Source: an optimization exercise on an open RTL-to-GDS flow (aim: small area, a short achievable clock period and few clock cycles). Production flows keep margins and buffers that such runs may drop.
Where RTL was checked, it was by simulation tests only, not by an equivalence proof against the original.

north:
// mult
module mult #(parameter XLEN = 32, parameter NUM_STAGE = 4)
(
    input clock, reset,
    input start,
    input [1:0] sign,
    input [XLEN-1:0] mcand, mplier,
    output [(2*XLEN)-1:0] product,
    output logic done
);
Size in the first run: about 330 flip-flops, about 0.033 mm² of cells after synthesis.
clock: 10.0 ns
lec_check: 0
abc_area: 1
cap_margin: 20
core_margin: 2
core_utilization: 40
place_density: 0.6
slew_margin: 20
synth_hierarchical: 1
run.sh (not shown) runs the stock make flow with config.mk's settings and CLKGATE_MAP_FILE= SYNTH_SCRIPT=/design/flow/synth_recipe.tcl, a recipe that flattens the netlist after the stock synthesis.
> inputs changed (north -> south)
--- a/flow/design.v
+++ b/flow/design.v
@@ -1689,19 +1689,20 @@
     mult_fa u477 (.a(t4[233]), .b(c59_418), .c(s60_419), .s(s60_477), .co(c60_477));
     wire s61_478, c61_478;
     mult_fa u478 (.a(t4[237]), .b(c60_419), .c(s61_420), .s(s61_478), .co(c61_478));
     wire s62_479, c62_479;
     mult_fa u479 (.a(1'b1), .b(c61_420), .c(hs62_43), .s(s62_479), .co(c62_479));
     wire s63_480, c63_480;
     mult_fa u480 (.a(t4[240]), .b(t4[241]), .c(hc62_43), .s(s63_480), .co(c63_480));
     wire [63:0] row0 = {c62_479, c61_478, c60_477, c59_476, c58_475, c57_474, c56_473, c55_472, c54_471, c53_470, c52_469, c51_468, c50_467, c49_466, c48_465, c47_464, c46_463, c45_462, c44_461, c43_460, c42_459, c41_458, c40_457, c39_456, c38_455, c37_454, c36_453, c35_452, c34_451, c33_450, c32_449, c31_448, c30_447, c29_446, c28_445, c27_444, c26_443, c25_442, c24_441, c23_440, c22_439, c21_438, c20_437, c19_436, c18_435, c17_434, c16_433, c15_432, c14_431, c13_430, c12_429, c11_428, c10_427, c9_426, c8_425, c7_424, c6_423, c5_422, c4_421, hc3_45, hc2_44, t4[5], t4[2], t4[0]};
     wire [63:0] row1 = {s63_480, s62_479, s61_478, s60_477, s59_476, s58_475, s57_474, s56_473, s55_472, s54_471, s53_470, s52_469, s51_468, s50_467, s49_466, s48_465, s47_464, s46_463, s45_462, s44_461, s43_460, s42_459, s41_458, s40_457, s39_456, s38_455, s37_454, s36_453, s35_452, s34_451, s33_450, s32_449, s31_448, s30_447, s29_446, s28_445, s27_444, s26_443, s25_442, s24_441, s23_440, s22_439, s21_438, s20_437, s19_436, s18_435, s17_434, s16_433, s15_432, s14_431, s13_430, s12_429, s11_428, s10_427, s9_426, s8_425, s7_424, s6_423, s5_422, s4_421, hs3_45, hs2_44, 1'b0, t4[1]};
-    assign product = row0 + row1;
+    logic [63:0] p;
+    assign product = p;
     always_ff @(posedge clock) begin
         ar <= a;
         one[0] <= one0_d;
         two[0] <= two0_d;
         neg[0] <= neg0_d;
         one[1] <= one1_d;
         two[1] <= two1_d;
         neg[1] <= neg1_d;
         one[2] <= one2_d;
@@ -1985,25 +1986,26 @@
         t4[233] <= hs60_40;
         t4[234] <= pp14_33;
         t4[235] <= pp15_31;
         t4[236] <= pp16_29;
         t4[237] <= hc60_40;
         t4[238] <= pp15_32;
         t4[239] <= pp16_30;
         t4[240] <= pp15_33;
         t4[241] <= pp16_31;
+        p <= row0 + row1;
     end
-    logic [1:0] vld;
+    logic [2:0] vld;
     always_ff @(posedge clock) begin
         if (reset) vld <= '0;
-        else vld <= {vld[0:0], start};
+        else vld <= {vld[1:0], start};
     end
-    assign done = vld[1];
+    assign done = vld[2];
 endmodule
 module mult_fa (input a, b, c, output s, co);
     assign s = a ^ b ^ c;
     assign co = (a & b) | (a & c) | (b & c);
 endmodule
 module mult_ha (input a, b, output s, co);
     assign s = a ^ b;
     assign co = a & b;
 endmodule
--- outcome ---
Endpoint of the most critical setup path = t4[130]: south; endpoint of the most critical setup path = product[59]: north. Going from north to south, the post-synthesis instance total was found to have gone up by 65. Looking at first element of the critical path, the ar[32] result is from south; the t4[27] one comes from north. Summary of south over north: first-iteration DRC count has decreased; wire length of the first global-routing pass has decreased; cell area after synthesis has increased. When the final numbers for north and south were put side by side, the count of clock-buffer cells in the layout turned out to be greater in south.
Testbench counts of south, summed over its fixed seeds: cycles 7,056.
For north, only the layout was checked, not whether the RTL still works.

## separate check: timing with driven ports
How much do the figures lean on ideal ports? The routed layouts below were timed once more, with nothing changed but the port constraints. Step 1: set_driving_cell puts a clkbuf_16 on clock and a buf_2 on each other input, an assumption about the parent block. Step 2 adds t to the input delays and takes it off the output delays; t is the mean of the earliest and latest rising clock arrival at the registers after step 1. Input paths then give back, and output paths get back, about the clock's delay inside the block. a / b / c = no drivers / after step 1 / after step 2; a / b = the first two.
run | t, ns | setup WS [ns] | worst setup path at the end | clock arrival spread, ns | cell pins on the clock port's net
north | 0.631 | 3.757 / 3.694 / 4.325 | register to output | 0.025 / 0.025 | 1
south | 0.672 | 6.227 / 6.227 / 6.227 | register to register | 0.040 / 0.039 | 1
After both steps every run listed still meets setup and hold.
